Background: an optimization exercise with open tools, aiming at small area, a short achievable clock period and few clock cycles per item. Do not read the settings as production practice.
Function was checked by simulation only, so behaviour that the tests miss may differ from the original.
No activity file was given, so power comes from the tool's default toggle rates.

[flow/flow/run.sh]
#!/bin/bash
set -euo pipefail
MARGIN=${MARGIN:-6.8}
sed -E "s/SETUP_SLACK_MARGIN=[^ ]+/SETUP_SLACK_MARGIN=${MARGIN}/" standard.sh > standard_margin.sh
bash standard_margin.sh > flow.log 2>&1
[flow/standard.sh]
#!/bin/bash
# synth_recipe.tcl (not shown) runs the flow's synth.tcl, then flattens the netlist and writes it again
# the make line also repeats each setting of config.mk as NAME=value (left out here)
make -C /OpenROAD-flow-scripts/flow DESIGN_CONFIG=/design/flow/config.mk WORK_HOME=/design/flow/orfs CLKGATE_MAP_FILE= SYNTH_SCRIPT=/design/flow/synth_recipe.tcl "${@:-finish}"
[flow/config.mk]
export PLATFORM = sky130hd
export DESIGN_NAME = el2_exu_div_ctl
export DESIGN_NICKNAME = el2_exu_div_ctl
export VERILOG_FILES = /design/flow/design.v
export SDC_FILE = /design/flow/constraint.sdc
export NUM_CORES = 8
export LEC_CHECK = 0
export CAP_MARGIN = 40
export CORE_MARGIN = 2
export CORE_UTILIZATION = 40
export SETUP_SLACK_MARGIN = 5
export SLEW_MARGIN = 40
export SYNTH_HIERARCHICAL = 1
export SYNTH_MINIMUM_KEEP_SIZE = 0
[flow/constraint.sdc]
create_clock -name core_clock -period 12.0 [get_ports {clk}]
set_input_delay 2.4000 -clock core_clock [delete_from_list [all_inputs] [get_ports {clk}]]
set_output_delay 2.4000 -clock core_clock [all_outputs]
set_load 0.01 [all_outputs]
[flow/design.v]
module el2_exu_div_ctl
  (
   input logic           clk,                        
   input logic           rst_l,                      
   input logic           dp_valid,                   
   input logic           dp_unsign,                  
   input logic           dp_rem,                     
   input logic  [31:0]   dividend,                   
   input logic  [31:0]   divisor,                    
   input logic           cancel,                     
   output logic          finish_dly,                 
   output logic [31:0]   out                         
  );
   logic        sv_ff;                  
   logic        it_ff;                  
   logic        fin_ff;                 
   logic [3:0]  cnt_ff;                 
   logic        busy, last;
   logic [31:0] r_ff;                   
   logic [31:0] q_ff;                   
   logic [32:0] b_ff;                   
   logic        rem_ff, neg_ff;         
   assign busy = sv_ff | it_ff;
   assign last = it_ff & (cnt_ff == 4'd0);
   wire  sa = ~dp_unsign & dividend[31];
   wire  sb = ~dp_unsign & divisor[31];
   wire  bz = (divisor == 32'b0);
   wire [31:0] abs_a, abs_b;
   div_cneg_in u_nega (.s(sa), .x(dividend), .y(abs_a));
   div_cneg_in u_negb (.s(sb), .x(divisor),  .y(abs_b));
   wire        q1, d1_co, q2, d2_co;
   wire [31:0] r1, d2;
   div_step34 u_s1 (.en(it_ff), .x({2'b0, r_ff}), .b({1'b0, b_ff}), .q(q1), .co(d1_co), .y(r1));
   div_step33 u_s2 (.en(it_ff), .x({1'b0, r1}), .b({1'b0, b_ff[32:1]}), .q(q2), .co(d2_co), .y(d2));
   wire [31:0] r2_n = busy ? r1 : abs_a;
   wire [31:0] r_next = q2 ? d2 : r2_n;
   wire early = ~d1_co;
   wire [5:0] clza, clzb;
   div_clz32 u_clza (.x(r_ff), .n(clza));
   div_clz32 u_clzb (.x(b_ff[31:0]), .n(clzb));
   wire [5:0]  sdiff = clzb - clza;                     
   wire        bzero = clzb[5];
   wire [3:0]  m     = (bzero | ~sv_ff) ? 4'hf : sdiff[4:1];
   wire [32:0] b_r1  = {b_ff[31:0], b_ff[32]};
   wire [32:0] b_r2  = m[0] ? {b_r1[30:0], b_r1[32:31]} : b_r1;
   wire [32:0] b_r4  = m[1] ? {b_r2[28:0], b_r2[32:29]} : b_r2;
   wire [32:0] b_r8  = m[2] ? {b_r4[24:0], b_r4[32:25]} : b_r4;
   wire [32:0] b_rot = m[3] ? {b_r8[16:0], b_r8[32:17]} : b_r8;
   always_ff @(posedge clk or negedge rst_l) begin
      if (!rst_l) begin
         sv_ff  <= 1'b0;
         it_ff  <= 1'b0;
         fin_ff <= 1'b0;
      end
      else begin
         sv_ff  <= dp_valid & ~cancel;
         it_ff  <= ~cancel & ((sv_ff & ~early) | (it_ff & (cnt_ff != 4'd0)));
         fin_ff <= ~cancel & last;
      end
   end
   always_ff @(posedge clk) begin
      cnt_ff <= sv_ff ? m : cnt_ff - 4'd1;
      r_ff   <= r_next;
      q_ff   <= it_ff ? ((last & rem_ff) ? r_next : {q_ff[29:0], q1, q2}) :
                sv_ff ? 32'b0 : (abs_a & {32{dp_rem}});
      b_ff   <= busy ? b_rot : {1'b0, abs_b};
      if (!busy) begin
         rem_ff <= dp_rem;
         neg_ff <= dp_rem ? sa : (sa ^ sb) & ~bz;
      end
   end
   wire [31:0] ans;
   div_cneg_out u_nego (.s(neg_ff), .x(q_ff), .y(ans));
   assign out        = ans;
   assign finish_dly = ~cancel & (fin_ff | (sv_ff & early));
endmodule  
module div_cneg_in (input logic s, input logic [31:0] x, output logic [31:0] y);
   wire yy_po_l0_1 = x[1] | x[0];
   wire yy_po_l0_3 = x[3] | x[2];
   wire yy_po_l0_5 = x[5] | x[4];
   wire yy_po_l0_7 = x[7] | x[6];
   wire yy_po_l0_9 = x[9] | x[8];
   wire yy_po_l0_11 = x[11] | x[10];
   wire yy_po_l0_13 = x[13] | x[12];
   wire yy_po_l0_15 = x[15] | x[14];
   wire yy_po_l0_17 = x[17] | x[16];
   wire yy_po_l0_19 = x[19] | x[18];
   wire yy_po_l0_21 = x[21] | x[20];
   wire yy_po_l0_23 = x[23] | x[22];
   wire yy_po_l0_25 = x[25] | x[24];
   wire yy_po_l0_27 = x[27] | x[26];
   wire yy_po_l0_29 = x[29] | x[28];
   wire yy_po_l1_2 = x[2] | yy_po_l0_1;
   wire yy_po_l1_3 = yy_po_l0_3 | yy_po_l0_1;
   wire yy_po_l1_6 = x[6] | yy_po_l0_5;
   wire yy_po_l1_7 = yy_po_l0_7 | yy_po_l0_5;
   wire yy_po_l1_10 = x[10] | yy_po_l0_9;
   wire yy_po_l1_11 = yy_po_l0_11 | yy_po_l0_9;
   wire yy_po_l1_14 = x[14] | yy_po_l0_13;
   wire yy_po_l1_15 = yy_po_l0_15 | yy_po_l0_13;
   wire yy_po_l1_18 = x[18] | yy_po_l0_17;
   wire yy_po_l1_19 = yy_po_l0_19 | yy_po_l0_17;
   wire yy_po_l1_22 = x[22] | yy_po_l0_21;
   wire yy_po_l1_23 = yy_po_l0_23 | yy_po_l0_21;
   wire yy_po_l1_26 = x[26] | yy_po_l0_25;
   wire yy_po_l1_27 = yy_po_l0_27 | yy_po_l0_25;
   wire yy_po_l1_30 = x[30] | yy_po_l0_29;
   wire yy_po_l2_4 = x[4] | yy_po_l1_3;
   wire yy_po_l2_5 = yy_po_l0_5 | yy_po_l1_3;
   wire yy_po_l2_6 = yy_po_l1_6 | yy_po_l1_3;
   wire yy_po_l2_7 = yy_po_l1_7 | yy_po_l1_3;
   wire yy_po_l2_12 = x[12] | yy_po_l1_11;
   wire yy_po_l2_13 = yy_po_l0_13 | yy_po_l1_11;
   wire yy_po_l2_14 = yy_po_l1_14 | yy_po_l1_11;
   wire yy_po_l2_15 = yy_po_l1_15 | yy_po_l1_11;
   wire yy_po_l2_20 = x[20] | yy_po_l1_19;
   wire yy_po_l2_21 = yy_po_l0_21 | yy_po_l1_19;
   wire yy_po_l2_22 = yy_po_l1_22 | yy_po_l1_19;
   wire yy_po_l2_23 = yy_po_l1_23 | yy_po_l1_19;
   wire yy_po_l2_28 = x[28] | yy_po_l1_27;
   wire yy_po_l2_29 = yy_po_l0_29 | yy_po_l1_27;
   wire yy_po_l2_30 = yy_po_l1_30 | yy_po_l1_27;
   wire yy_po_l3_8 = x[8] | yy_po_l2_7;
   wire yy_po_l3_9 = yy_po_l0_9 | yy_po_l2_7;
   wire yy_po_l3_10 = yy_po_l1_10 | yy_po_l2_7;
   wire yy_po_l3_11 = yy_po_l1_11 | yy_po_l2_7;
   wire yy_po_l3_12 = yy_po_l2_12 | yy_po_l2_7;
   wire yy_po_l3_13 = yy_po_l2_13 | yy_po_l2_7;
   wire yy_po_l3_14 = yy_po_l2_14 | yy_po_l2_7;
   wire yy_po_l3_15 = yy_po_l2_15 | yy_po_l2_7;
   wire yy_po_l3_24 = x[24] | yy_po_l2_23;
   wire yy_po_l3_25 = yy_po_l0_25 | yy_po_l2_23;
   wire yy_po_l3_26 = yy_po_l1_26 | yy_po_l2_23;
   wire yy_po_l3_27 = yy_po_l1_27 | yy_po_l2_23;
   wire yy_po_l3_28 = yy_po_l2_28 | yy_po_l2_23;
   wire yy_po_l3_29 = yy_po_l2_29 | yy_po_l2_23;
   wire yy_po_l3_30 = yy_po_l2_30 | yy_po_l2_23;
   wire yy_po_l4_16 = x[16] | yy_po_l3_15;
   wire yy_po_l4_17 = yy_po_l0_17 | yy_po_l3_15;
   wire yy_po_l4_18 = yy_po_l1_18 | yy_po_l3_15;
   wire yy_po_l4_19 = yy_po_l1_19 | yy_po_l3_15;
   wire yy_po_l4_20 = yy_po_l2_20 | yy_po_l3_15;
   wire yy_po_l4_21 = yy_po_l2_21 | yy_po_l3_15;
   wire yy_po_l4_22 = yy_po_l2_22 | yy_po_l3_15;
   wire yy_po_l4_23 = yy_po_l2_23 | yy_po_l3_15;
   wire yy_po_l4_24 = yy_po_l3_24 | yy_po_l3_15;
   wire yy_po_l4_25 = yy_po_l3_25 | yy_po_l3_15;
   wire yy_po_l4_26 = yy_po_l3_26 | yy_po_l3_15;
   wire yy_po_l4_27 = yy_po_l3_27 | yy_po_l3_15;
   wire yy_po_l4_28 = yy_po_l3_28 | yy_po_l3_15;
   wire yy_po_l4_29 = yy_po_l3_29 | yy_po_l3_15;
   wire yy_po_l4_30 = yy_po_l3_30 | yy_po_l3_15;
   wire [30:0] yy_po;
   assign yy_po[0] = x[0];
   assign yy_po[1] = yy_po_l0_1;
   assign yy_po[2] = yy_po_l1_2;
   assign yy_po[3] = yy_po_l1_3;
   assign yy_po[4] = yy_po_l2_4;
   assign yy_po[5] = yy_po_l2_5;
   assign yy_po[6] = yy_po_l2_6;
   assign yy_po[7] = yy_po_l2_7;
   assign yy_po[8] = yy_po_l3_8;
   assign yy_po[9] = yy_po_l3_9;
   assign yy_po[10] = yy_po_l3_10;
   assign yy_po[11] = yy_po_l3_11;
   assign yy_po[12] = yy_po_l3_12;
   assign yy_po[13] = yy_po_l3_13;
   assign yy_po[14] = yy_po_l3_14;
   assign yy_po[15] = yy_po_l3_15;
   assign yy_po[16] = yy_po_l4_16;
   assign yy_po[17] = yy_po_l4_17;
   assign yy_po[18] = yy_po_l4_18;
   assign yy_po[19] = yy_po_l4_19;
   assign yy_po[20] = yy_po_l4_20;
   assign yy_po[21] = yy_po_l4_21;
   assign yy_po[22] = yy_po_l4_22;
   assign yy_po[23] = yy_po_l4_23;
   assign yy_po[24] = yy_po_l4_24;
   assign yy_po[25] = yy_po_l4_25;
   assign yy_po[26] = yy_po_l4_26;
   assign yy_po[27] = yy_po_l4_27;
   assign yy_po[28] = yy_po_l4_28;
   assign yy_po[29] = yy_po_l4_29;
   assign yy_po[30] = yy_po_l4_30;
   wire [31:0] yy;
   assign yy[0] = x[0];
   assign yy[31:1] = x[31:1] ^ ({31{s}} & yy_po);
   assign y = yy;
endmodule
module div_cneg_out (input logic s, input logic [31:0] x, output logic [31:0] y);
   wire yy_po_l0_1 = x[1] | x[0];
   wire yy_po_l0_3 = x[3] | x[2];
   wire yy_po_l0_5 = x[5] | x[4];
   wire yy_po_l0_7 = x[7] | x[6];
   wire yy_po_l0_9 = x[9] | x[8];
   wire yy_po_l0_11 = x[11] | x[10];
   wire yy_po_l0_13 = x[13] | x[12];
   wire yy_po_l0_15 = x[15] | x[14];
   wire yy_po_l0_17 = x[17] | x[16];
   wire yy_po_l0_19 = x[19] | x[18];
   wire yy_po_l0_21 = x[21] | x[20];
   wire yy_po_l0_23 = x[23] | x[22];
   wire yy_po_l0_25 = x[25] | x[24];
   wire yy_po_l0_27 = x[27] | x[26];
   wire yy_po_l0_29 = x[29] | x[28];
   wire yy_po_l1_2 = x[2] | yy_po_l0_1;
   wire yy_po_l1_3 = yy_po_l0_3 | yy_po_l0_1;
   wire yy_po_l1_6 = x[6] | yy_po_l0_5;
   wire yy_po_l1_7 = yy_po_l0_7 | yy_po_l0_5;
   wire yy_po_l1_10 = x[10] | yy_po_l0_9;
   wire yy_po_l1_11 = yy_po_l0_11 | yy_po_l0_9;
   wire yy_po_l1_14 = x[14] | yy_po_l0_13;
   wire yy_po_l1_15 = yy_po_l0_15 | yy_po_l0_13;
   wire yy_po_l1_18 = x[18] | yy_po_l0_17;
   wire yy_po_l1_19 = yy_po_l0_19 | yy_po_l0_17;
   wire yy_po_l1_22 = x[22] | yy_po_l0_21;
   wire yy_po_l1_23 = yy_po_l0_23 | yy_po_l0_21;
   wire yy_po_l1_26 = x[26] | yy_po_l0_25;
   wire yy_po_l1_27 = yy_po_l0_27 | yy_po_l0_25;
   wire yy_po_l1_30 = x[30] | yy_po_l0_29;
   wire yy_po_l2_4 = x[4] | yy_po_l1_3;
   wire yy_po_l2_5 = yy_po_l0_5 | yy_po_l1_3;
   wire yy_po_l2_6 = yy_po_l1_6 | yy_po_l1_3;
   wire yy_po_l2_7 = yy_po_l1_7 | yy_po_l1_3;
   wire yy_po_l2_12 = x[12] | yy_po_l1_11;
   wire yy_po_l2_13 = yy_po_l0_13 | yy_po_l1_11;
   wire yy_po_l2_14 = yy_po_l1_14 | yy_po_l1_11;
   wire yy_po_l2_15 = yy_po_l1_15 | yy_po_l1_11;
   wire yy_po_l2_20 = x[20] | yy_po_l1_19;
   wire yy_po_l2_21 = yy_po_l0_21 | yy_po_l1_19;
   wire yy_po_l2_22 = yy_po_l1_22 | yy_po_l1_19;
   wire yy_po_l2_23 = yy_po_l1_23 | yy_po_l1_19;
   wire yy_po_l2_28 = x[28] | yy_po_l1_27;
   wire yy_po_l2_29 = yy_po_l0_29 | yy_po_l1_27;
   wire yy_po_l2_30 = yy_po_l1_30 | yy_po_l1_27;
   wire yy_po_l3_8 = x[8] | yy_po_l2_7;
   wire yy_po_l3_9 = yy_po_l0_9 | yy_po_l2_7;
   wire yy_po_l3_10 = yy_po_l1_10 | yy_po_l2_7;
   wire yy_po_l3_11 = yy_po_l1_11 | yy_po_l2_7;
   wire yy_po_l3_12 = yy_po_l2_12 | yy_po_l2_7;
   wire yy_po_l3_13 = yy_po_l2_13 | yy_po_l2_7;
   wire yy_po_l3_14 = yy_po_l2_14 | yy_po_l2_7;
   wire yy_po_l3_15 = yy_po_l2_15 | yy_po_l2_7;
   wire yy_po_l3_24 = x[24] | yy_po_l2_23;
   wire yy_po_l3_25 = yy_po_l0_25 | yy_po_l2_23;
   wire yy_po_l3_26 = yy_po_l1_26 | yy_po_l2_23;
   wire yy_po_l3_27 = yy_po_l1_27 | yy_po_l2_23;
   wire yy_po_l3_28 = yy_po_l2_28 | yy_po_l2_23;
   wire yy_po_l3_29 = yy_po_l2_29 | yy_po_l2_23;
   wire yy_po_l3_30 = yy_po_l2_30 | yy_po_l2_23;
   wire yy_po_l4_16 = x[16] | yy_po_l3_15;
   wire yy_po_l4_17 = yy_po_l0_17 | yy_po_l3_15;
   wire yy_po_l4_18 = yy_po_l1_18 | yy_po_l3_15;
   wire yy_po_l4_19 = yy_po_l1_19 | yy_po_l3_15;
   wire yy_po_l4_20 = yy_po_l2_20 | yy_po_l3_15;
   wire yy_po_l4_21 = yy_po_l2_21 | yy_po_l3_15;
   wire yy_po_l4_22 = yy_po_l2_22 | yy_po_l3_15;
   wire yy_po_l4_23 = yy_po_l2_23 | yy_po_l3_15;
   wire yy_po_l4_24 = yy_po_l3_24 | yy_po_l3_15;
   wire yy_po_l4_25 = yy_po_l3_25 | yy_po_l3_15;
   wire yy_po_l4_26 = yy_po_l3_26 | yy_po_l3_15;
   wire yy_po_l4_27 = yy_po_l3_27 | yy_po_l3_15;
   wire yy_po_l4_28 = yy_po_l3_28 | yy_po_l3_15;
   wire yy_po_l4_29 = yy_po_l3_29 | yy_po_l3_15;
   wire yy_po_l4_30 = yy_po_l3_30 | yy_po_l3_15;
   wire [30:0] yy_po;
   assign yy_po[0] = x[0];
   assign yy_po[1] = yy_po_l0_1;
   assign yy_po[2] = yy_po_l1_2;
   assign yy_po[3] = yy_po_l1_3;
   assign yy_po[4] = yy_po_l2_4;
   assign yy_po[5] = yy_po_l2_5;
   assign yy_po[6] = yy_po_l2_6;
   assign yy_po[7] = yy_po_l2_7;
   assign yy_po[8] = yy_po_l3_8;
   assign yy_po[9] = yy_po_l3_9;
   assign yy_po[10] = yy_po_l3_10;
   assign yy_po[11] = yy_po_l3_11;
   assign yy_po[12] = yy_po_l3_12;
   assign yy_po[13] = yy_po_l3_13;
   assign yy_po[14] = yy_po_l3_14;
   assign yy_po[15] = yy_po_l3_15;
   assign yy_po[16] = yy_po_l4_16;
   assign yy_po[17] = yy_po_l4_17;
   assign yy_po[18] = yy_po_l4_18;
   assign yy_po[19] = yy_po_l4_19;
   assign yy_po[20] = yy_po_l4_20;
   assign yy_po[21] = yy_po_l4_21;
   assign yy_po[22] = yy_po_l4_22;
   assign yy_po[23] = yy_po_l4_23;
   assign yy_po[24] = yy_po_l4_24;
   assign yy_po[25] = yy_po_l4_25;
   assign yy_po[26] = yy_po_l4_26;
   assign yy_po[27] = yy_po_l4_27;
   assign yy_po[28] = yy_po_l4_28;
   assign yy_po[29] = yy_po_l4_29;
   assign yy_po[30] = yy_po_l4_30;
   wire [31:0] yy;
   assign yy[0] = x[0];
   assign yy[31:1] = x[31:1] ^ ({31{s}} & yy_po);
   assign y = yy;
endmodule
module div_step34 (input logic en, input logic [33:0] x, input logic [33:0] b, output logic q, output logic co, output logic [31:0] y);
   wire [33:0] d_p0 = x ^ ~b;
   wire [33:0] d_g0 = x & ~b;
   wire d_g1_1 = d_g0[1] | (d_p0[1] & (d_g0[0] | d_p0[0]));
   wire d_g1_3 = d_g0[3] | (d_p0[3] & d_g0[2]);
   wire d_p1_3 = d_p0[3] & d_p0[2];
   wire d_g1_5 = d_g0[5] | (d_p0[5] & d_g0[4]);
   wire d_p1_5 = d_p0[5] & d_p0[4];
   wire d_g1_7 = d_g0[7] | (d_p0[7] & d_g0[6]);
   wire d_p1_7 = d_p0[7] & d_p0[6];
   wire d_g1_9 = d_g0[9] | (d_p0[9] & d_g0[8]);
   wire d_p1_9 = d_p0[9] & d_p0[8];
   wire d_g1_11 = d_g0[11] | (d_p0[11] & d_g0[10]);
   wire d_p1_11 = d_p0[11] & d_p0[10];
   wire d_g1_13 = d_g0[13] | (d_p0[13] & d_g0[12]);
   wire d_p1_13 = d_p0[13] & d_p0[12];
   wire d_g1_15 = d_g0[15] | (d_p0[15] & d_g0[14]);
   wire d_p1_15 = d_p0[15] & d_p0[14];
   wire d_g1_17 = d_g0[17] | (d_p0[17] & d_g0[16]);
   wire d_p1_17 = d_p0[17] & d_p0[16];
   wire d_g1_19 = d_g0[19] | (d_p0[19] & d_g0[18]);
   wire d_p1_19 = d_p0[19] & d_p0[18];
   wire d_g1_21 = d_g0[21] | (d_p0[21] & d_g0[20]);
   wire d_p1_21 = d_p0[21] & d_p0[20];
   wire d_g1_23 = d_g0[23] | (d_p0[23] & d_g0[22]);
   wire d_p1_23 = d_p0[23] & d_p0[22];
   wire d_g1_25 = d_g0[25] | (d_p0[25] & d_g0[24]);
   wire d_p1_25 = d_p0[25] & d_p0[24];
   wire d_g1_27 = d_g0[27] | (d_p0[27] & d_g0[26]);
   wire d_p1_27 = d_p0[27] & d_p0[26];
   wire d_g1_29 = d_g0[29] | (d_p0[29] & d_g0[28]);
   wire d_p1_29 = d_p0[29] & d_p0[28];
   wire d_g1_31 = d_g0[31] | (d_p0[31] & d_g0[30]);
   wire d_p1_31 = d_p0[31] & d_p0[30];
   wire d_g1_33 = d_g0[33] | (d_p0[33] & d_g0[32]);
   wire d_p1_33 = d_p0[33] & d_p0[32];
   wire d_g2_3 = d_g1_3 | (d_p1_3 & d_g1_1);
   wire d_g2_7 = d_g1_7 | (d_p1_7 & d_g1_5);
   wire d_p2_7 = d_p1_7 & d_p1_5;
   wire d_g2_11 = d_g1_11 | (d_p1_11 & d_g1_9);
   wire d_p2_11 = d_p1_11 & d_p1_9;
   wire d_g2_15 = d_g1_15 | (d_p1_15 & d_g1_13);
   wire d_p2_15 = d_p1_15 & d_p1_13;
   wire d_g2_19 = d_g1_19 | (d_p1_19 & d_g1_17);
   wire d_p2_19 = d_p1_19 & d_p1_17;
   wire d_g2_23 = d_g1_23 | (d_p1_23 & d_g1_21);
   wire d_p2_23 = d_p1_23 & d_p1_21;
   wire d_g2_27 = d_g1_27 | (d_p1_27 & d_g1_25);
   wire d_p2_27 = d_p1_27 & d_p1_25;
   wire d_g2_31 = d_g1_31 | (d_p1_31 & d_g1_29);
   wire d_p2_31 = d_p1_31 & d_p1_29;
   wire d_g3_7 = d_g2_7 | (d_p2_7 & d_g2_3);
   wire d_g3_15 = d_g2_15 | (d_p2_15 & d_g2_11);
   wire d_p3_15 = d_p2_15 & d_p2_11;
   wire d_g3_23 = d_g2_23 | (d_p2_23 & d_g2_19);
   wire d_p3_23 = d_p2_23 & d_p2_19;
   wire d_g3_31 = d_g2_31 | (d_p2_31 & d_g2_27);
   wire d_p3_31 = d_p2_31 & d_p2_27;
   wire d_g4_15 = d_g3_15 | (d_p3_15 & d_g3_7);
   wire d_g4_31 = d_g3_31 | (d_p3_31 & d_g3_23);
   wire d_p4_31 = d_p3_31 & d_p3_23;
   wire d_g5_31 = d_g4_31 | (d_p4_31 & d_g4_15);
   wire d_g7_23 = d_g3_23 | (d_p3_23 & d_g4_15);
   wire d_g8_11 = d_g2_11 | (d_p2_11 & d_g3_7);
   wire d_g8_19 = d_g2_19 | (d_p2_19 & d_g4_15);
   wire d_g8_27 = d_g2_27 | (d_p2_27 & d_g7_23);
   wire d_g9_5 = d_g1_5 | (d_p1_5 & d_g2_3);
   wire d_g9_9 = d_g1_9 | (d_p1_9 & d_g3_7);
   wire d_g9_13 = d_g1_13 | (d_p1_13 & d_g8_11);
   wire d_g9_17 = d_g1_17 | (d_p1_17 & d_g4_15);
   wire d_g9_21 = d_g1_21 | (d_p1_21 & d_g8_19);
   wire d_g9_25 = d_g1_25 | (d_p1_25 & d_g7_23);
   wire d_g9_29 = d_g1_29 | (d_p1_29 & d_g8_27);
   wire d_g9_33 = d_g1_33 | (d_p1_33 & d_g5_31);
   wire d_g10_2 = d_g0[2] | (d_p0[2] & d_g1_1);
   wire d_g10_4 = d_g0[4] | (d_p0[4] & d_g2_3);
   wire d_g10_6 = d_g0[6] | (d_p0[6] & d_g9_5);
   wire d_g10_8 = d_g0[8] | (d_p0[8] & d_g3_7);
   wire d_g10_10 = d_g0[10] | (d_p0[10] & d_g9_9);
   wire d_g10_12 = d_g0[12] | (d_p0[12] & d_g8_11);
   wire d_g10_14 = d_g0[14] | (d_p0[14] & d_g9_13);
   wire d_g10_16 = d_g0[16] | (d_p0[16] & d_g4_15);
   wire d_g10_18 = d_g0[18] | (d_p0[18] & d_g9_17);
   wire d_g10_20 = d_g0[20] | (d_p0[20] & d_g8_19);
   wire d_g10_22 = d_g0[22] | (d_p0[22] & d_g9_21);
   wire d_g10_24 = d_g0[24] | (d_p0[24] & d_g7_23);
   wire d_g10_26 = d_g0[26] | (d_p0[26] & d_g9_25);
   wire d_g10_28 = d_g0[28] | (d_p0[28] & d_g8_27);
   wire d_g10_30 = d_g0[30] | (d_p0[30] & d_g9_29);
   wire d_g10_32 = d_g0[32] | (d_p0[32] & d_g5_31);
   wire [33:0] d_c = {d_g9_33, d_g10_32, d_g5_31, d_g10_30, d_g9_29, d_g10_28, d_g8_27, d_g10_26, d_g9_25, d_g10_24, d_g7_23, d_g10_22, d_g9_21, d_g10_20, d_g8_19, d_g10_18, d_g9_17, d_g10_16, d_g4_15, d_g10_14, d_g9_13, d_g10_12, d_g8_11, d_g10_10, d_g9_9, d_g10_8, d_g3_7, d_g10_6, d_g9_5, d_g10_4, d_g2_3, d_g10_2, d_g1_1, (d_g0[0] | d_p0[0])};
   wire [33:0] d = d_p0 ^ {d_c[32:0], 1'b1};
   wire d_co = d_c[33];
   assign co = d_co;
   assign q  = en & d_co;
   assign y  = q ? d[31:0] : x[31:0];
endmodule
module div_step33 (input logic en, input logic [32:0] x, input logic [32:0] b, output logic q, output logic co, output logic [31:0] y);
   wire [32:0] d_p0 = x ^ ~b;
   wire [32:0] d_g0 = x & ~b;
   wire d_g1_1 = d_g0[1] | (d_p0[1] & (d_g0[0] | d_p0[0]));
   wire d_g1_3 = d_g0[3] | (d_p0[3] & d_g0[2]);
   wire d_p1_3 = d_p0[3] & d_p0[2];
   wire d_g1_5 = d_g0[5] | (d_p0[5] & d_g0[4]);
   wire d_p1_5 = d_p0[5] & d_p0[4];
   wire d_g1_7 = d_g0[7] | (d_p0[7] & d_g0[6]);
   wire d_p1_7 = d_p0[7] & d_p0[6];
   wire d_g1_9 = d_g0[9] | (d_p0[9] & d_g0[8]);
   wire d_p1_9 = d_p0[9] & d_p0[8];
   wire d_g1_11 = d_g0[11] | (d_p0[11] & d_g0[10]);
   wire d_p1_11 = d_p0[11] & d_p0[10];
   wire d_g1_13 = d_g0[13] | (d_p0[13] & d_g0[12]);
   wire d_p1_13 = d_p0[13] & d_p0[12];
   wire d_g1_15 = d_g0[15] | (d_p0[15] & d_g0[14]);
   wire d_p1_15 = d_p0[15] & d_p0[14];
   wire d_g1_17 = d_g0[17] | (d_p0[17] & d_g0[16]);
   wire d_p1_17 = d_p0[17] & d_p0[16];
   wire d_g1_19 = d_g0[19] | (d_p0[19] & d_g0[18]);
   wire d_p1_19 = d_p0[19] & d_p0[18];
   wire d_g1_21 = d_g0[21] | (d_p0[21] & d_g0[20]);
   wire d_p1_21 = d_p0[21] & d_p0[20];
   wire d_g1_23 = d_g0[23] | (d_p0[23] & d_g0[22]);
   wire d_p1_23 = d_p0[23] & d_p0[22];
   wire d_g1_25 = d_g0[25] | (d_p0[25] & d_g0[24]);
   wire d_p1_25 = d_p0[25] & d_p0[24];
   wire d_g1_27 = d_g0[27] | (d_p0[27] & d_g0[26]);
   wire d_p1_27 = d_p0[27] & d_p0[26];
   wire d_g1_29 = d_g0[29] | (d_p0[29] & d_g0[28]);
   wire d_p1_29 = d_p0[29] & d_p0[28];
   wire d_g1_31 = d_g0[31] | (d_p0[31] & d_g0[30]);
   wire d_p1_31 = d_p0[31] & d_p0[30];
   wire d_g2_3 = d_g1_3 | (d_p1_3 & d_g1_1);
   wire d_g2_7 = d_g1_7 | (d_p1_7 & d_g1_5);
   wire d_p2_7 = d_p1_7 & d_p1_5;
   wire d_g2_11 = d_g1_11 | (d_p1_11 & d_g1_9);
   wire d_p2_11 = d_p1_11 & d_p1_9;
   wire d_g2_15 = d_g1_15 | (d_p1_15 & d_g1_13);
   wire d_p2_15 = d_p1_15 & d_p1_13;
   wire d_g2_19 = d_g1_19 | (d_p1_19 & d_g1_17);
   wire d_p2_19 = d_p1_19 & d_p1_17;
   wire d_g2_23 = d_g1_23 | (d_p1_23 & d_g1_21);
   wire d_p2_23 = d_p1_23 & d_p1_21;
   wire d_g2_27 = d_g1_27 | (d_p1_27 & d_g1_25);
   wire d_p2_27 = d_p1_27 & d_p1_25;
   wire d_g2_31 = d_g1_31 | (d_p1_31 & d_g1_29);
   wire d_p2_31 = d_p1_31 & d_p1_29;
   wire d_g3_7 = d_g2_7 | (d_p2_7 & d_g2_3);
   wire d_g3_15 = d_g2_15 | (d_p2_15 & d_g2_11);
   wire d_p3_15 = d_p2_15 & d_p2_11;
   wire d_g3_23 = d_g2_23 | (d_p2_23 & d_g2_19);
   wire d_p3_23 = d_p2_23 & d_p2_19;
   wire d_g3_31 = d_g2_31 | (d_p2_31 & d_g2_27);
   wire d_p3_31 = d_p2_31 & d_p2_27;
   wire d_g4_15 = d_g3_15 | (d_p3_15 & d_g3_7);
   wire d_g4_31 = d_g3_31 | (d_p3_31 & d_g3_23);
   wire d_p4_31 = d_p3_31 & d_p3_23;
   wire d_g5_31 = d_g4_31 | (d_p4_31 & d_g4_15);
   wire d_g7_23 = d_g3_23 | (d_p3_23 & d_g4_15);
   wire d_g8_11 = d_g2_11 | (d_p2_11 & d_g3_7);
   wire d_g8_19 = d_g2_19 | (d_p2_19 & d_g4_15);
   wire d_g8_27 = d_g2_27 | (d_p2_27 & d_g7_23);
   wire d_g9_5 = d_g1_5 | (d_p1_5 & d_g2_3);
   wire d_g9_9 = d_g1_9 | (d_p1_9 & d_g3_7);
   wire d_g9_13 = d_g1_13 | (d_p1_13 & d_g8_11);
   wire d_g9_17 = d_g1_17 | (d_p1_17 & d_g4_15);
   wire d_g9_21 = d_g1_21 | (d_p1_21 & d_g8_19);
   wire d_g9_25 = d_g1_25 | (d_p1_25 & d_g7_23);
   wire d_g9_29 = d_g1_29 | (d_p1_29 & d_g8_27);
   wire d_g10_2 = d_g0[2] | (d_p0[2] & d_g1_1);
   wire d_g10_4 = d_g0[4] | (d_p0[4] & d_g2_3);
   wire d_g10_6 = d_g0[6] | (d_p0[6] & d_g9_5);
   wire d_g10_8 = d_g0[8] | (d_p0[8] & d_g3_7);
   wire d_g10_10 = d_g0[10] | (d_p0[10] & d_g9_9);
   wire d_g10_12 = d_g0[12] | (d_p0[12] & d_g8_11);
   wire d_g10_14 = d_g0[14] | (d_p0[14] & d_g9_13);
   wire d_g10_16 = d_g0[16] | (d_p0[16] & d_g4_15);
   wire d_g10_18 = d_g0[18] | (d_p0[18] & d_g9_17);
   wire d_g10_20 = d_g0[20] | (d_p0[20] & d_g8_19);
   wire d_g10_22 = d_g0[22] | (d_p0[22] & d_g9_21);
   wire d_g10_24 = d_g0[24] | (d_p0[24] & d_g7_23);
   wire d_g10_26 = d_g0[26] | (d_p0[26] & d_g9_25);
   wire d_g10_28 = d_g0[28] | (d_p0[28] & d_g8_27);
   wire d_g10_30 = d_g0[30] | (d_p0[30] & d_g9_29);
   wire d_g10_32 = d_g0[32] | (d_p0[32] & d_g5_31);
   wire [32:0] d_c = {d_g10_32, d_g5_31, d_g10_30, d_g9_29, d_g10_28, d_g8_27, d_g10_26, d_g9_25, d_g10_24, d_g7_23, d_g10_22, d_g9_21, d_g10_20, d_g8_19, d_g10_18, d_g9_17, d_g10_16, d_g4_15, d_g10_14, d_g9_13, d_g10_12, d_g8_11, d_g10_10, d_g9_9, d_g10_8, d_g3_7, d_g10_6, d_g9_5, d_g10_4, d_g2_3, d_g10_2, d_g1_1, (d_g0[0] | d_p0[0])};
   wire [32:0] d = d_p0 ^ {d_c[31:0], 1'b1};
   wire d_co = d_c[32];
   assign co = d_co;
   assign q  = en & d_co;
   assign y  = d[31:0];
endmodule
module div_clz32 (input logic [31:0] x, output logic [5:0] n);
   wire c_v0_0 = x[1] | x[0];
   wire c_z0_0 = ~x[1];
   wire c_v0_1 = x[3] | x[2];
   wire c_z0_1 = ~x[3];
   wire c_v0_2 = x[5] | x[4];
   wire c_z0_2 = ~x[5];
   wire c_v0_3 = x[7] | x[6];
   wire c_z0_3 = ~x[7];
   wire c_v0_4 = x[9] | x[8];
   wire c_z0_4 = ~x[9];
   wire c_v0_5 = x[11] | x[10];
   wire c_z0_5 = ~x[11];
   wire c_v0_6 = x[13] | x[12];
   wire c_z0_6 = ~x[13];
   wire c_v0_7 = x[15] | x[14];
   wire c_z0_7 = ~x[15];
   wire c_v0_8 = x[17] | x[16];
   wire c_z0_8 = ~x[17];
   wire c_v0_9 = x[19] | x[18];
   wire c_z0_9 = ~x[19];
   wire c_v0_10 = x[21] | x[20];
   wire c_z0_10 = ~x[21];
   wire c_v0_11 = x[23] | x[22];
   wire c_z0_11 = ~x[23];
   wire c_v0_12 = x[25] | x[24];
   wire c_z0_12 = ~x[25];
   wire c_v0_13 = x[27] | x[26];
   wire c_z0_13 = ~x[27];
   wire c_v0_14 = x[29] | x[28];
   wire c_z0_14 = ~x[29];
   wire c_v0_15 = x[31] | x[30];
   wire c_z0_15 = ~x[31];
   wire c_v1_0 = c_v0_1 | c_v0_0;
   wire c_z1_0_0 = c_v0_1 ? c_z0_1 : c_z0_0;
   wire c_v1_1 = c_v0_3 | c_v0_2;
   wire c_z1_1_0 = c_v0_3 ? c_z0_3 : c_z0_2;
   wire c_v1_2 = c_v0_5 | c_v0_4;
   wire c_z1_2_0 = c_v0_5 ? c_z0_5 : c_z0_4;
   wire c_v1_3 = c_v0_7 | c_v0_6;
   wire c_z1_3_0 = c_v0_7 ? c_z0_7 : c_z0_6;
   wire c_v1_4 = c_v0_9 | c_v0_8;
   wire c_z1_4_0 = c_v0_9 ? c_z0_9 : c_z0_8;
   wire c_v1_5 = c_v0_11 | c_v0_10;
   wire c_z1_5_0 = c_v0_11 ? c_z0_11 : c_z0_10;
   wire c_v1_6 = c_v0_13 | c_v0_12;
   wire c_z1_6_0 = c_v0_13 ? c_z0_13 : c_z0_12;
   wire c_v1_7 = c_v0_15 | c_v0_14;
   wire c_z1_7_0 = c_v0_15 ? c_z0_15 : c_z0_14;
   wire c_v2_0 = c_v1_1 | c_v1_0;
   wire c_z2_0_0 = c_v1_1 ? ~c_v0_3 : ~c_v0_1;
   wire c_z2_0_1 = c_v1_1 ? c_z1_1_0 : c_z1_0_0;
   wire c_v2_1 = c_v1_3 | c_v1_2;
   wire c_z2_1_0 = c_v1_3 ? ~c_v0_7 : ~c_v0_5;
   wire c_z2_1_1 = c_v1_3 ? c_z1_3_0 : c_z1_2_0;
   wire c_v2_2 = c_v1_5 | c_v1_4;
   wire c_z2_2_0 = c_v1_5 ? ~c_v0_11 : ~c_v0_9;
   wire c_z2_2_1 = c_v1_5 ? c_z1_5_0 : c_z1_4_0;
   wire c_v2_3 = c_v1_7 | c_v1_6;
   wire c_z2_3_0 = c_v1_7 ? ~c_v0_15 : ~c_v0_13;
   wire c_z2_3_1 = c_v1_7 ? c_z1_7_0 : c_z1_6_0;
   wire c_v3_0 = c_v2_1 | c_v2_0;
   wire c_z3_0_0 = c_v2_1 ? ~c_v1_3 : ~c_v1_1;
   wire c_z3_0_1 = c_v2_1 ? c_z2_1_0 : c_z2_0_0;
   wire c_z3_0_2 = c_v2_1 ? c_z2_1_1 : c_z2_0_1;
   wire c_v3_1 = c_v2_3 | c_v2_2;
   wire c_z3_1_0 = c_v2_3 ? ~c_v1_7 : ~c_v1_5;
   wire c_z3_1_1 = c_v2_3 ? c_z2_3_0 : c_z2_2_0;
   wire c_z3_1_2 = c_v2_3 ? c_z2_3_1 : c_z2_2_1;
   wire c_v4_0 = c_v3_1 | c_v3_0;
   wire c_z4_0_0 = c_v3_1 ? ~c_v2_3 : ~c_v2_1;
   wire c_z4_0_1 = c_v3_1 ? c_z3_1_0 : c_z3_0_0;
   wire c_z4_0_2 = c_v3_1 ? c_z3_1_1 : c_z3_0_1;
   wire c_z4_0_3 = c_v3_1 ? c_z3_1_2 : c_z3_0_2;
   wire [5:0] c = {~c_v4_0, c_v4_0 & ~c_v3_1, c_v4_0 & c_z4_0_0, c_v4_0 & c_z4_0_1, c_v4_0 & c_z4_0_2, c_v4_0 & c_z4_0_3};
   assign n = c;
endmodule
==> results.json, run 1 <==
{
  "outcome": "finished clean",
  "fin_crit_sh_pct": 43.29,
  "setup_viol": 0,
  "cp_cell_sequence": "inv_1 -> ha_1 -> nand4_1 -> nor2_1 -> o211ai_1 -> buf_4 -> a31oi_4 -> nor3_2 -> o21ai_2 -> inv_1 -> a21oi_2 -> nor2_1 -> buf_2",
  "yosys_warnings": 7,
  "antenna_found_initial": 0,
  "drv_slew": 0,
  "cts_max_path_buffers": 2,
  "clkSlewWorstSetupHoldPaths_ns": 0.08,
  "cts_sinks": 106,
  "remaining_drc_errors": 0,
  "crit_type": "reg -> out",
  "grt_pass1_vias": 11140,
  "cp.arrival_ns": 2.80,
  "drt-total-wl_mm": 40.54,
  "htreeDepth": 3,
  "grt_usage_pct": 23.10,
  "root_buffer": "clkbuf_16",
  "crit_required_ns": 9.60,
  "hold_viol": 0,
  "final.setup_skew_ns": 0.01273,
  "power.leakage_uw": 0.006090,
  "slowest_stage": "dfxtp_2",
  "tightest_slew_ns": 0.7680,
  "cts_tree": "yes",
  "dieArea_um2": 33650,
  "gp_congestion": 0.8879,
  "dieHeight_um": 183.4,
  "finalSetupTns_ns": 0,
  "setup.worst_path.start_class": "flip-flop",
  "hold_path_class": "reg -> reg",
  "grt_pass1_wl_mm": 61.44,
  "power.density_nw_per_um2": 299.0,
  "drtAntennaViolNets": 0,
  "layout-drive-gt1-share_pct": 17.85,
  "max_freq_mhz": 192.5,
  "cts_buffers": 9,
  "nNetsFinal": 1815,
  "r2r_slack_ns": 6.96,
  "ios": 103,
  "finalPower_uw": 4479,
  "stdcell_area_um2": 14980,
  "end_kind": "output pin",
  "placed_area_um2": 14140,
  "syn_to_final_growth_pct": 16.29,
  "drv_cap": 0,
  "dp_hpwl_mm": 29.91,
  "crit_fanout": 10,
  "dr.pass1.iters": 6,
  "die_x_um": 183.4,
  "rows": 65,
  "avgSynthCellArea_um2": 8.141,
  "core_area_um2": 31640,
  "antennaDiodeCount": 0,
  "ir_drop_mv": 0.2806,
  "grt_max_degree": 77,
  "syn_inst": 1582,
  "portBuffers": 102,
  "mappedNetlistArea_um2": 12880,
  "worstSkewPairLatency_ns": 0.37,
  "gr-total-overflow": 0,
  "cpPeakStageDelay_ns": 0.54,
  "first_iter_violations": 864,
  "drt-vias-per-instance": 5.852,
  "fin_crit_ns": 5.195,
  "start_util_pct": 40.71,
  "max_slew_margin_pct": 48.67,
  "wl_per_cell_um": 19.79,
  "routed-via-count": 11990,
  "rsz0062_at_grt": "true"
}
==> routing by layer <==
layer  track usage (%)  wire [um]  up-vias
met5                 0          0        -
li1                  -          -     5849
met1             32.60      19180     5714
met2             36.71      18330      373
met4             7.936       1264        0
met3             2.318       1771       54
==> final cells by class <==
type	count	area, um^2
tap	402	503.0
clock inverter	6	51.30
multi-input combinational	1270	10150
clock buffer	9	225.2
fill	3102	16660
timing repair buffer	136	1351
sequential	106	2243
inverter	120	450.4
==> path summary, 6_finish.rpt <==
path / startpoint / end / depth (start not counted)
max: b_ff[12] / finish_dly / 13
min: cnt_ff[0] / cnt_ff[0] / 1
min reg2reg: cnt_ff[0] / cnt_ff[0] / 1
max in group asynchronous: rst_l / fin_ff / 1
min in group asynchronous: rst_l / sv_ff / 1
max reg2reg: b_ff[12] / q_ff[26] / 22
==> critical path, delay by kind of cell, from the launching register on <==
kind,cells,cell delay (ns)
AOI/OAI and AO/OA,4,0.67
adders and majority gates,1,0.30
buffers and inverters,4,0.46
DFF,1,0.54
and+or+nand+nor,4,0.45
==> registers in the layout, summed over array words and instances (netlist names) <==
| register | flops |
|---|---|
| b_ff | 33 |
| q_ff | 32 |
| r_ff | 32 |
| cnt_ff | 4 |
| fin_ff | 1 |
| it_ff | 1 |
| neg_ff | 1 |
| rem_ff | 1 |
| sv_ff | 1 |
==> stage by stage <==
step | util [%] | setup slack (ns) | std cells | hold WS [ns]
2_1_floorplan | - | 7.031 | 1586 | 0.4309
3_3_place_gp | 44.52 | 6.092 | 2010 | 0.4554
3_5_place_dp | 44.70 | 6.074 | 2013 | 0.4545
4_1_cts | 46.26 | 6.794 | 2035 | 0.4680
5_1_grt | 47.34 | 6.704 | 2049 | 0.4920
6_report | 47.34 | 6.805 | 2049 | 0.4733
==> report_power, final <==
part | switching, uW | total (uW) | internal, uW
Sequential | 303 | 816 | 513
Clock | 152 | 296 | 143
Combinational | 1910 | 3370 | 1460
Total | 2360 | 4480 | 2120
==> repair_timing <==
action / in CTS / in global routing
buffers inserted: 6 / 11
hold buffers: 0 / 0
pin swaps: 10 / 23
setup endpoints to repair: 68 / 79
gates cloned: 1 / 3
gates resized for setup: 64 / 65
==> placed cells by master, fill, tap and decap left out, types with 11 or more instances in the layout <==
master and n:
o221a_2 22, buf_4 24, nand4bb_1 11, or2_2 21
nand3_1 38, fa_1 29, inv_1 118, a32oi_1 32
nor3_2 12, xor2_1 18, o21ai_0 69, nand2_1 242
a21o_1 12, dfxtp_1 68, dfxtp_4 18, o2bb2ai_1 13
ha_1 64, o31ai_1 29, or4bb_1 12, clkdlybuf4s50_1 99
nor4bb_1 12, a21oi_2 13, nor4_1 24, nor2b_1 14
o41ai_2 12, dfxtp_2 15, xnor2_1 108, nor2_1 61
a21oi_1 41, nor3_1 25, a211oi_1 15, mux2i_1 76
o22ai_1 12, mux2_4 21
Testbench counts, summed over its fixed seeds: cycles 18,134, items 3,200.
==> run 2: changes to the inputs <==
==> flow/flow/run.sh (replaced) <==
#!/bin/bash
set -euo pipefail
MARGIN=${MARGIN:-7.0}
sed -E "s/SETUP_SLACK_MARGIN=[^ ]+/SETUP_SLACK_MARGIN=${MARGIN}/" standard.sh > standard_margin.sh
bash standard_margin.sh > flow.log 2>&1
==> run 2 against run 1 <==
  * Cell area grew 6.5%
  * Via count rose by 4.1%
  * Synthesized area unchanged
  * Core utilization up 3.1 points
  * Clock skew decreased by 0.0023 ns
  * Total power is 9.5% higher
  * Largest power group unchanged
  * Critical path depth is 10 lower
  * Still clean on timing, DRC and antenna
  * Critical endpoint unchanged
  * Maximum frequency up 1.3%
==> results.json, run 2 <==
{
  "grt_usage_pct": 23.89,
  "worst-path-buf-inv": 2,
  "cp.depth": 3,
  "start_util_pct": 40.71,
  "tightest_slew_ns": 0.7879,
  "drv_slew": 0,
  "grt_pass1_vias": 11393,
  "cpPeakStageDelay_ns": 0.13,
  "setup.worst_path.start_class": "input pin",
  "finalSetupTns_ns": 0,
  "fin_crit_sh_pct": 42.74,
  "crit_family": "buffers and inverters",
  "gr-total-overflow": 0,
  "setup_viol": 0,
  "mappedNetlistArea_um2": 12880,
  "remaining_drc_errors": 0,
  "largest-register": "b_ff",
  "core_area_um2": 31640,
  "first_iter_violations": 1021,
  "cts_tree": "yes",
  "fillers": 3021,
  "crit_fanout": 4,
  "grt_pass1_wl_mm": 63.40,
  "antennaDiodeCount": 0,
  "finish.utilization_pct": 50.41,
  "gp_congestion": 0.8879,
  "drtAntennaViolNets": 0,
  "crit_type": "in -> out",
  "drt-vias-per-instance": 5.928,
  "rr_worst_depth": 25,
  "cts_max_path_buffers": 2,
  "final_common_cell": "nand2_1",
  "cts_buffers": 9,
  "largest_reg_flops": 33,
  "reg_top3": "b_ff (33), q_ff (32), r_ff (32)",
  "drv_cap": 0,
  "wl_met2_mm": 19.73,
  "holdWs_ns": 0.4714,
  "layout-drive-gt1-share_pct": 24.18,
  "power.leakage_uw": 0.006470,
  "clkSlewWorstSetupHoldPaths_ns": 0.07,
  "htreeDepth": 3,
  "root_buffer": "clkbuf_16",
  "dp_hpwl_mm": 29.91,
  "grt_max_degree": 66,
  "nNetsFinal": 1872,
  "end_kind": "output pin",
  "avgSynthCellArea_um2": 8.141,
  "layout_common_cells": "238 x nand2_1, 115 x inv_1, 107 x xnor2_1",
  "slowest_stage": "buf_2",
  "dieHeight_um": 183.4,
  "setup_ws_ns": 6.871,
  "fin_crit_ns": 5.129,
  "max_freq_mhz": 195.0,
  "dr.pass1.iters": 7,
  "outcome": "finished clean",
  "cp.arrival_ns": 2.73,
  "r2r_slack_ns": 7.11,
  "portBuffers": 102,
  "highest_layer": "met4",
  "yosys_warnings": 7,
  "hold_path_class": "reg -> reg",
  "worstSkewPairLatency_ns": 0.36,
  "wl_per_cell_um": 20.35,
  "die_x_um": 183.4,
  "final.setup_skew_ns": 0.01046,
  "wl_met1_mm": 19.32,
  "cp_cell_sequence": "buf_2 -> nor2_1 -> buf_2",
  "cpMostUsedCell": "buf_2",
  "syn_to_final_growth_pct": 23.81,
  "ios": 103,
  "routed-via-count": 12484,
  "dieArea_um2": 33650,
  "ir_drop_mv": 0.2588,
  "rows": 65,
  "hold_viol": 0,
  "crit_required_ns": 9.60,
  "drt-total-wl_mm": 42.85,
  "power.density_nw_per_um2": 307.7,
  "wl_met3_mm": 2.172,
  "rsz0062_at_grt": "true",
  "holdBufCountCts": 0,
  "antenna_found_initial": 0,
  "min_path_cells": 1,
  "max_slew_margin_pct": 47.34,
  "syn_inst": 1582,
  "pre_cts_slack_ns": 6.074,
  "cts_sinks": 106
}
run 2: routing by layer:
metal,vias up,GRT usage [%]
li1,5979,-
met1,6007,33.39
met3,83,2.338
met4,0,8.480
met2,415,38.31
met5,-,0
run 2: area by class of cell:
cell class	instances	area [um^2]	share of cell area (%)
Sequential cell	106	2280	14.30
Inverter	120	450.4	2.825
Clock buffer	9	225.2	1.412
Multi-Input combinational cell	1277	10710	67.19
Tap cell	402	503.0	3.154
Timing Repair Buffer	186	1723	10.80
Clock inverter	6	51.30	0.3217
run 2: timing repair:
item	CTS	global route
cloned	3	8
resized for setup	110	145
pin swaps	23	41
setup buffers	14	53
setup endpoints to repair	95	90
run 2: final timing paths:
| path | startpoint | endpoint |
|---|---|---|
| setup / recovery | cancel | finish_dly |
| hold / removal | cnt_ff[0] | cnt_ff[0] |
| setup reg to reg | b_ff[19] | q_ff[24] |
| hold reg to reg | cnt_ff[0] | cnt_ff[0] |
| max in group asynchronous | rst_l | fin_ff |
| min in group asynchronous | rst_l | sv_ff |
run 2: where the power goes:
part / switching (uW) / total [uW] / internal, uW
Clock: 151 / 294 / 143
Sequential: 274 / 797 / 523
Combinational: 2110 / 3810 / 1700
Total: 2540 / 4910 / 2370
run 2: per-stage QoR:
step	cells	instance area [um^2]	total power (uW)
2_1_floorplan	1586	12890	3085
3_5_place_dp	2013	14140	3875
4_1_cts	2045	14890	4383
3_3_place_gp	2010	14080	3798
5_1_grt	2106	15950	5278
6_report	2106	15950	4907
==> run 3: changes to the inputs <==
==> flow/flow/run.sh (replaced) <==
#!/bin/bash
set -euo pipefail
MARGIN=${MARGIN:-6.5}
sed -E "s/SETUP_SLACK_MARGIN=[^ ]+/SETUP_SLACK_MARGIN=${MARGIN}/" standard.sh > standard_margin.sh
bash standard_margin.sh > flow.log 2>&1
==> run 3 against run 2 <==
  * Non-clock buffer count is 50 lower
  * Clock power hardly changed
  * Cell area is 7.6% lower
  * Highest routed layer unchanged
  * Final cell count is 2.8% lower
  * Via count is 4.9% lower
==> results.json, run 3 <==
{
  "avgSynthCellArea_um2": 8.141,
  "finalSetupTns_ns": 0,
  "dieHeight_um": 183.4,
  "first_iter_violations": 905,
  "antenna_found_initial": 0,
  "cp.arrival_ns": 3.02,
  "root_buffer": "clkbuf_16",
  "grt_max_degree": 77,
  "clkSlewWorstSetupHoldPaths_ns": 0.08,
  "finish.utilization_pct": 46.59,
  "antennaDiodeCount": 0,
  "max_slew_margin_pct": 44.49,
  "cts_sinks": 106,
  "cts_tree": "yes",
  "crit_required_ns": 9.60,
  "pre_cts_slack_ns": 6.074,
  "finalPower_uw": 4302,
  "dieArea_um2": 33650,
  "routed-via-count": 11868,
  "ir_drop_mv": 0.2520,
  "outcome": "finished clean",
  "placed_area_um2": 14140,
  "end_kind": "output pin",
  "final.setup_skew_ns": 0.01246,
  "syn_inst": 1582,
  "fin_crit_ns": 5.416,
  "dr.pass1.iters": 5,
  "worstSkewPairLatency_ns": 0.36,
  "grt_pass1_vias": 11105,
  "mappedNetlistArea_um2": 12880,
  "yosys_warnings": 7,
  "stdcell_area_um2": 14740,
  "grt_pass1_wl_mm": 61.15,
  "final_common_cell": "nand2_1",
  "crit_type": "in -> out",
  "grt_usage_pct": 22.93,
  "rows": 65,
  "syn_to_final_growth_pct": 14.45,
  "nNetsFinal": 1812,
  "setup_ws_ns": 6.584,
  "htreeDepth": 3,
  "gp_congestion": 0.8879,
  "drv_slew": 0,
  "cts_max_path_buffers": 2,
  "cts_buffers": 9,
  "drt-vias-per-instance": 5.801,
  "drt-total-wl_mm": 39.31,
  "crit_fanout": 4,
  "setup_viol": 0,
  "start_util_pct": 40.71,
  "drtAntennaViolNets": 0,
  "remaining_drc_errors": 0,
  "hold_viol": 0,
  "fin_crit_sh_pct": 45.13,
  "portBuffers": 102,
  "layout-drive-gt1-share_pct": 15.63,
  "largest-register": "b_ff",
  "rsz0062_at_grt": "false",
  "holdBufCountCts": 0,
  "power.leakage_uw": 0.006042,
  "gr-total-overflow": 0,
  "layout_common_cells": "243 x nand2_1, 120 x inv_1, 108 x xnor2_1",
  "core_area_um2": 31640,
  "max_freq_mhz": 184.6,
  "largest_reg_flops": 33,
  "die_x_um": 183.4,
  "fillers": 3122,
  "reg_top3": "b_ff (33), q_ff (32), r_ff (32)",
  "power.density_nw_per_um2": 291.9,
  "wl_per_cell_um": 19.21,
  "drv_cap": 0,
  "tightest_slew_ns": 0.8305,
  "hold_path_class": "reg -> reg",
  "setup.worst_path.start_class": "input pin",
  "ios": 103,
  "dp_hpwl_mm": 29.91
}
==> run 3: worst paths after layout <==
check | startpoint | end | slack [ns] | cells after the start
setup reg to reg | b_ff[3] | q_ff[26] | 6.73 | 24
min in group asynchronous | rst_l | sv_ff | 2.22 | 1
max in group asynchronous | rst_l | fin_ff | 9.64 | 1
hold reg to reg | cnt_ff[0] | cnt_ff[0] | 0.47 | 1
hold / removal | cnt_ff[0] | cnt_ff[0] | 0.47 | 1
setup / recovery | cancel | finish_dly | 6.58 | 3
==> run 3: layout make-up <==
type	count	area (um^2)	share of cell area, %
Tap cell	402	503.0	3.412
Clock buffer	9	225.2	1.528
Clock inverter	6	51.30	0.3480
Timing Repair Buffer	136	1349	9.150
Sequential cell	106	2198	14.91
Inverter	120	450.4	3.056
Multi-Input combinational cell	1267	9963	67.59
==> run 3: power by group <==
part	leakage [uW]	switching (uW)	internal, uW
Sequential	0.000909	312	499
Combinational	0.00500	1820	1380
Clock	0.000138	152	143
==> run 3: metrics by stage <==
step                      hold WS, ns  std cells
after floorplan                0.4309       1586
after global placement         0.4554       2010
after detailed placement       0.4545       2013
after CTS                      0.4680       2029
after global routing           0.4920       2046
final                          0.4734       2046
==> run 3: metal layers <==
metal | global-route usage (%) | wire length [um]
met1 | 32.49 | 18710
met2 | 36.30 | 17490
met3 | 2.278 | 1817
met4 | 7.936 | 1291
met5 | 0 | 0
==> run 3: critical path: stages <==
cell and delay (ns):
dlygate4sd2_1 0.27, nor2_1 0.11, clkdlybuf4s15_1 0.24
==> run 3: what timing repair did <==
action                                  4_1_cts  5_1_grt
gates cloned                                  1        1
gates resized for setup                      18       43
buffers inserted                              0       16
pin swaps                                     3       14
endpoints found under the setup margin       65       65
==> run 4: changes to the inputs <==
==> flow/flow/run.sh (replaced) <==
#!/bin/bash
set -euo pipefail
MARGIN=${MARGIN:-6.8}
sed -E "s/SETUP_SLACK_MARGIN=[^ ]+/SETUP_SLACK_MARGIN=${MARGIN}/" standard.sh > standard_margin.sh
bash standard_margin.sh > flow.log 2>&1
--- a/flow/config.mk
+++ b/flow/config.mk
@@ -7,7 +7,7 @@
 export LEC_CHECK = 0
 export CAP_MARGIN = 40
 export CORE_MARGIN = 2
-export CORE_UTILIZATION = 40
+export CORE_UTILIZATION = 60
 export SETUP_SLACK_MARGIN = 5
 export SLEW_MARGIN = 40
 export SYNTH_HIERARCHICAL = 1
==> run 4 against run 3 <==
  * Register-to-register slack improved by 0.15 ns
  * Sequential share of layout area increased by 0.26 points
  * Cell area increased by 0.59%
  * Critical path type is now reg -> out
  * Critical path depth increased by 11
  * Maximum frequency increased by 3.8%
  * Hold slack improved by 0.0065 ns
  * Sequential cell count unchanged
  * Non-clock buffer count decreased by 2
  * Synthesized cell count unchanged
  * First-iteration DRC count increased by 25%
==> results.json, run 4 <==
{
  "wl_per_cell_um": 20.85,
  "syn_inst": 1582,
  "reg_top3": "b_ff (33), q_ff (32), r_ff (32)",
  "power.leakage_uw": 0.006094,
  "final_cells": 1920,
  "wl_met2_mm": 18.28,
  "grt_usage_pct": 34.35,
  "final_common_cell": "nand2_1",
  "pre_cts_slack_ns": 6.096,
  "cts_max_path_buffers": 2,
  "drtAntennaViolNets": 0,
  "htreeDepth": 3,
  "drv_slew": 0,
  "finalSetupTns_ns": 0,
  "first_iter_violations": 1135,
  "drt-total-wl_mm": 40.03,
  "max_slew_margin_pct": 48.62,
  "gr-total-overflow": 0,
  "tightest_slew_ns": 0.7513,
  "dp_hpwl_mm": 29.13,
  "final.setup_skew_ns": 0.01764,
  "setup_viol": 0,
  "fillers": 1720,
  "yosys_warnings": 7,
  "hold_viol": 0,
  "mappedNetlistArea_um2": 12880,
  "crit_fanout": 3,
  "core_area_um2": 21020,
  "crit_required_ns": 9.60,
  "setup.worst_path.start_class": "flip-flop",
  "layout-drive-gt1-share_pct": 17.58,
  "ios": 103,
  "cts_sinks": 106,
  "dieArea_um2": 22650,
  "drv_cap": 0,
  "max_freq_mhz": 191.7,
  "portBuffers": 102,
  "clkSlewWorstSetupHoldPaths_ns": 0.08,
  "die_x_um": 150.5,
  "grt_max_degree": 77,
  "remaining_drc_errors": 0,
  "routed-via-count": 12168,
  "rows": 53,
  "end_kind": "output pin",
  "root_buffer": "clkbuf_16",
  "worstSkewPairLatency_ns": 0.37,
  "setup_ws_ns": 6.784,
  "cts_buffers": 9,
  "outcome": "finished clean",
  "fin_crit_ns": 5.216,
  "layout_common_cells": "243 x nand2_1, 119 x inv_1, 109 x xnor2_1",
  "hold_path_class": "reg -> reg",
  "cts_tree": "yes",
  "holdBufCountCts": 0,
  "ir_drop_mv": 0.1997,
  "highest_layer": "met4",
  "place_inst": 1887,
  "grt_pass1_vias": 11259,
  "crit_type": "reg -> out",
  "wl_met1_mm": 16.82,
  "nNetsFinal": 1811,
  "antenna_found_initial": 1,
  "rsz0062_at_grt": "true",
  "drt-vias-per-instance": 6.338,
  "start_util_pct": 61.27,
  "largest-register": "b_ff",
  "fin_crit_sh_pct": 43.47,
  "power.density_nw_per_um2": 298.2,
  "cp.arrival_ns": 2.82,
  "grt_pass1_wl_mm": 60.86,
  "finish.utilization_pct": 70.53,
  "avgSynthCellArea_um2": 8.141,
  "dr.pass1.iters": 6,
  "largest_reg_flops": 33,
  "wl_met3_mm": 2.617,
  "syn_to_final_growth_pct": 15.12,
  "gp_congestion": 0.9280,
  "dieHeight_um": 150.5
}
-- run 4: cell type report --
| cell class | count | area [um^2] | area share, % |
|---|---|---|---|
| antenna | 1 | 2.502 | 0.01688 |
| clock buffer | 10 | 239.0 | 1.612 |
| clock inverter | 6 | 47.55 | 0.3207 |
| inverter | 120 | 452.9 | 3.055 |
| multi-input combinational | 1268 | 10130 | 68.35 |
| sequential | 106 | 2250 | 15.17 |
| tap | 275 | 344.1 | 2.321 |
| timing repair buffer | 134 | 1356 | 9.148 |
-- run 4: path summary, 6_finish.rpt --
| path | startpoint | to | slack (ns) | depth (start not counted) |
|---|---|---|---|---|
| max in group asynchronous | rst_l | it_ff | 9.64 | 1 |
| worst min register to register | cnt_ff[0] | cnt_ff[0] | 0.48 | 1 |
| min in group asynchronous | rst_l | sv_ff | 2.21 | 1 |
| worst max register to register | b_ff[2] | q_ff[28] | 6.88 | 25 |
| worst min-delay path | cnt_ff[0] | cnt_ff[0] | 0.48 | 1 |
| worst max-delay path | r_ff[0] | finish_dly | 6.78 | 14 |
-- run 4: timing repair --
| item | in CTS | in global routing |
|---|---|---|
| gates resized for setup | 55 | 70 |
| gates cloned | 1 | 1 |
| buffers inserted | 3 | 11 |
| pin swaps | 6 | 24 |
| endpoints found under the setup margin | 65 | 80 |
-- run 4: where the power goes --
group,switching (uW),leakage (uW),internal [uW]
clock,150,0.000145,150
sequential,325,0.000914,516
combinational,1860,0.00503,1420
-- run 4: per-stage QoR --
stage               hold WS, ns  power (uW)  instance area (um^2)
floorplan                0.4309        3085                 12890
global placement         0.4522        3747                 13930
detailed placement       0.4681        3819                 13980
CTS                      0.4821        4174                 14440
global route             0.5128        4773                 14830
finish                   0.4799        4421                 14830
-- run 4: worst max-delay path: stages (launching register included) --
cell and delay, ns:
dfxtp_2 0.37, inv_4 0.05, ha_4 0.15, fa_2 0.36
nand2b_4 0.17, a21oi_4 0.15, o211ai_1 0.11, buf_4 0.16
a31oi_4 0.23, nor3_2 0.08, o21ai_2 0.24, inv_1 0.09
a21oi_2 0.13, nor2_1 0.04, buf_2 0.13
-- run 4: metal layers --
metal  GRT usage, %  vias to the layer above
met1          45.21                     5739
met2          54.55                      501
met4          20.42                        0
li1               -                     5821
met5              0                        -
met3          3.485                      107
==> run 5: changes to the inputs <==
--- a/flow/config.mk
+++ b/flow/config.mk
@@ -7,7 +7,7 @@
 export LEC_CHECK = 0
 export CAP_MARGIN = 40
 export CORE_MARGIN = 2
-export CORE_UTILIZATION = 60
+export CORE_UTILIZATION = 25
 export SETUP_SLACK_MARGIN = 5
 export SLEW_MARGIN = 40
 export SYNTH_HIERARCHICAL = 1
==> run 5 against run 4 <==
  * Non-clock buffer count increased by 11
  * Sequential share of layout area decreased by 0.61 points
  * Critical path depth decreased by 11
  * Total power increased by 5.4%
  * Synthesized area unchanged
  * Global-route usage decreased by 19 points
  * Cell area increased by 4.3%
  * Count of clock-buffer cells in the layout unchanged
  * Clock skew decreased by 0.0011 ns
  * Setup slack improved by 0.0068 ns
  * Final cell count increased by 22%
  * Synthesized cell count unchanged
  * Largest cell class unchanged
  * Largest power group unchanged
==> results.json, run 5 <==
{
  "outcome": "finished clean",
  "crit_type": "in -> out",
  "rr_startpoint": "b_ff[3]",
  "ios": 103,
  "wl_per_cell_um": 18.82,
  "tightest_slew_ns": 0.8729,
  "routed-via-count": 12314,
  "setup.worst_path.start_class": "input pin",
  "setup_ws_ns": 6.791,
  "remaining_drc_errors": 0,
  "finalSetupTns_ns": 0,
  "syn_inst": 1582,
  "power.leakage_uw": 0.006125,
  "root_buffer": "clkbuf_16",
  "layout_common_cells": "243 x nand2_1, 117 x inv_1, 107 x xnor2_1",
  "cts_tree": "yes",
  "drv_slew": 0,
  "drt-vias-per-instance": 5.271,
  "drt-total-wl_mm": 43.98,
  "yosys_warnings": 7,
  "layout-drive-gt1-share_pct": 19.02,
  "final.setup_skew_ns": 0.01658,
  "pre_cts_slack_ns": 6.082,
  "place_inst": 2290,
  "nNetsFinal": 1823,
  "core_area_um2": 51090,
  "end_kind": "output pin",
  "rsz0062_at_grt": "true",
  "grt_usage_pct": 15.75,
  "dieArea_um2": 53350,
  "start_util_pct": 25.21,
  "drv_cap": 0,
  "hp-start": "cnt_ff[0]",
  "htreeDepth": 3,
  "fin_crit_sh_pct": 43.41,
  "gr-total-overflow": 0,
  "reg_top3": "b_ff (33), q_ff (32), r_ff (32)",
  "drtAntennaViolNets": 0,
  "avgSynthCellArea_um2": 8.141,
  "rows": 83,
  "grt_pass1_wl_mm": 67.10,
  "dieHeight_um": 231.0,
  "final_common_cell": "nand2_1",
  "finalPower_uw": 4658,
  "gp_congestion": 0.9133,
  "portBuffers": 102,
  "power.density_nw_per_um2": 301.1,
  "startpoint": "cancel",
  "grt_max_degree": 77,
  "crit_fanout": 4,
  "r2r_slack_ns": 6.87,
  "hold_viol": 0,
  "fillers": 5425,
  "cts_buffers": 9,
  "syn_to_final_growth_pct": 20.09,
  "holdWs_ns": 0.4620,
  "worstSkewPairLatency_ns": 0.38,
  "antennaDiodeCount": 0,
  "max_freq_mhz": 192.0,
  "cts_sinks": 106,
  "grt_pass1_vias": 11648,
  "cts_max_path_buffers": 2,
  "final_cells": 2336,
  "fin_crit_ns": 5.209,
  "setup_viol": 0,
  "hold_path_class": "reg -> reg",
  "first_iter_violations": 1168,
  "clkSlewWorstSetupHoldPaths_ns": 0.07,
  "max_slew_margin_pct": 41.46,
  "cp.arrival_ns": 2.81,
  "largest_reg_flops": 33,
  "die_x_um": 231.0,
  "largest-register": "b_ff",
  "dp_hpwl_mm": 33.01,
  "mappedNetlistArea_um2": 12880,
  "crit_required_ns": 9.60,
  "dr.pass1.iters": 8,
  "antenna_found_initial": 0,
  "ir_drop_mv": 0.1927
}
-- run 5: worst max-delay path: stages --
cell,delay [ns]
clkdlybuf4s15_2,0.21
nor2_2,0.07
buf_2,0.13
-- run 5: per-layer routing --
layer,wire [um],GRT usage [%]
met2,19650,24.69
met4,705,3.468
met5,0,0
met1,21200,22.79
met3,2414,2.087
-- run 5: final cells by class --
type | count | area [um^2] | share of cell area, %
inverter | 120 | 452.9 | 2.928
sequential | 106 | 2252 | 14.56
clock inverter | 6 | 56.30 | 0.3640
tap | 680 | 850.8 | 5.501
clock buffer | 10 | 239.0 | 1.545
multi-input combinational | 1269 | 10190 | 65.87
timing repair buffer | 145 | 1428 | 9.230
-- run 5: through the flow --
step / util, % / cell area, um^2
2_1_floorplan: - / 12890
3_3_place_gp: 28.24 / 14430
3_5_place_dp: 28.31 / 14460
4_1_cts: 29.20 / 14920
5_1_grt: 30.27 / 15470
6_report: 30.27 / 15470
-- run 5: power by group --
group	total (uW)	switching [uW]	internal, uW
clock	316	164	152
sequential	828	312	516
combinational	3510	2010	1510
-- run 5: final timing paths --
kind	endpoint	cells after the start
setup reg to reg	q_ff[26]	23
hold reg to reg	cnt_ff[0]	1
setup / recovery	finish_dly	3
min in group asynchronous	fin_ff	1
max in group asynchronous	it_ff	1
hold / removal	cnt_ff[0]	1
-- run 5: what timing repair did --
item,in CTS,in global routing
hold buffers,0,0
gates cloned,0,3
resized for setup,60,101
pin swaps,12,20
setup buffers,6,21
endpoints found under the setup margin,69,92

[afterwards: timing with drivers on the ports]
No port has a modelled driver above. Below, the same layouts with a new extraction and two added sets of constraints.
Step 1 sets driving cells, clkbuf_16 on the clock port and buf_2 on the other inputs (assumed; they add their load-dependent delay and slew).
Step 2 times the ports against the registers' clock, not the clock port: input delays grow and output delays shrink by t, the midpoint of the rising clock arrivals with the driver on.
a / b / c = ideal ports / drivers / drivers and shift; a / b = the first two.
run	t, ns	setup slack, ns	latest minus earliest clock arrival (ns)	slew at the worst register clock pin (ns)	cell pins on the clock port's net
run 1	0.407	6.805 / 6.757 / 6.835	0.012 / 0.013	0.08 / 0.08	1
run 2	0.407	6.871 / 6.851 / 6.851	0.010 / 0.010	0.08 / 0.08	1
run 3	0.402	6.584 / 6.566 / 6.566	0.012 / 0.012	0.08 / 0.08	1
run 4	0.410	6.784 / 6.734 / 6.853	0.018 / 0.017	0.08 / 0.08	1
run 5	0.422	6.791 / 6.769 / 6.769	0.017 / 0.017	0.09 / 0.09	1
After both steps setup and hold are still met in every run listed. The setup slack of run 5, which loses most, moves by -0.022 ns with the drivers and by -0.022 ns with both steps.
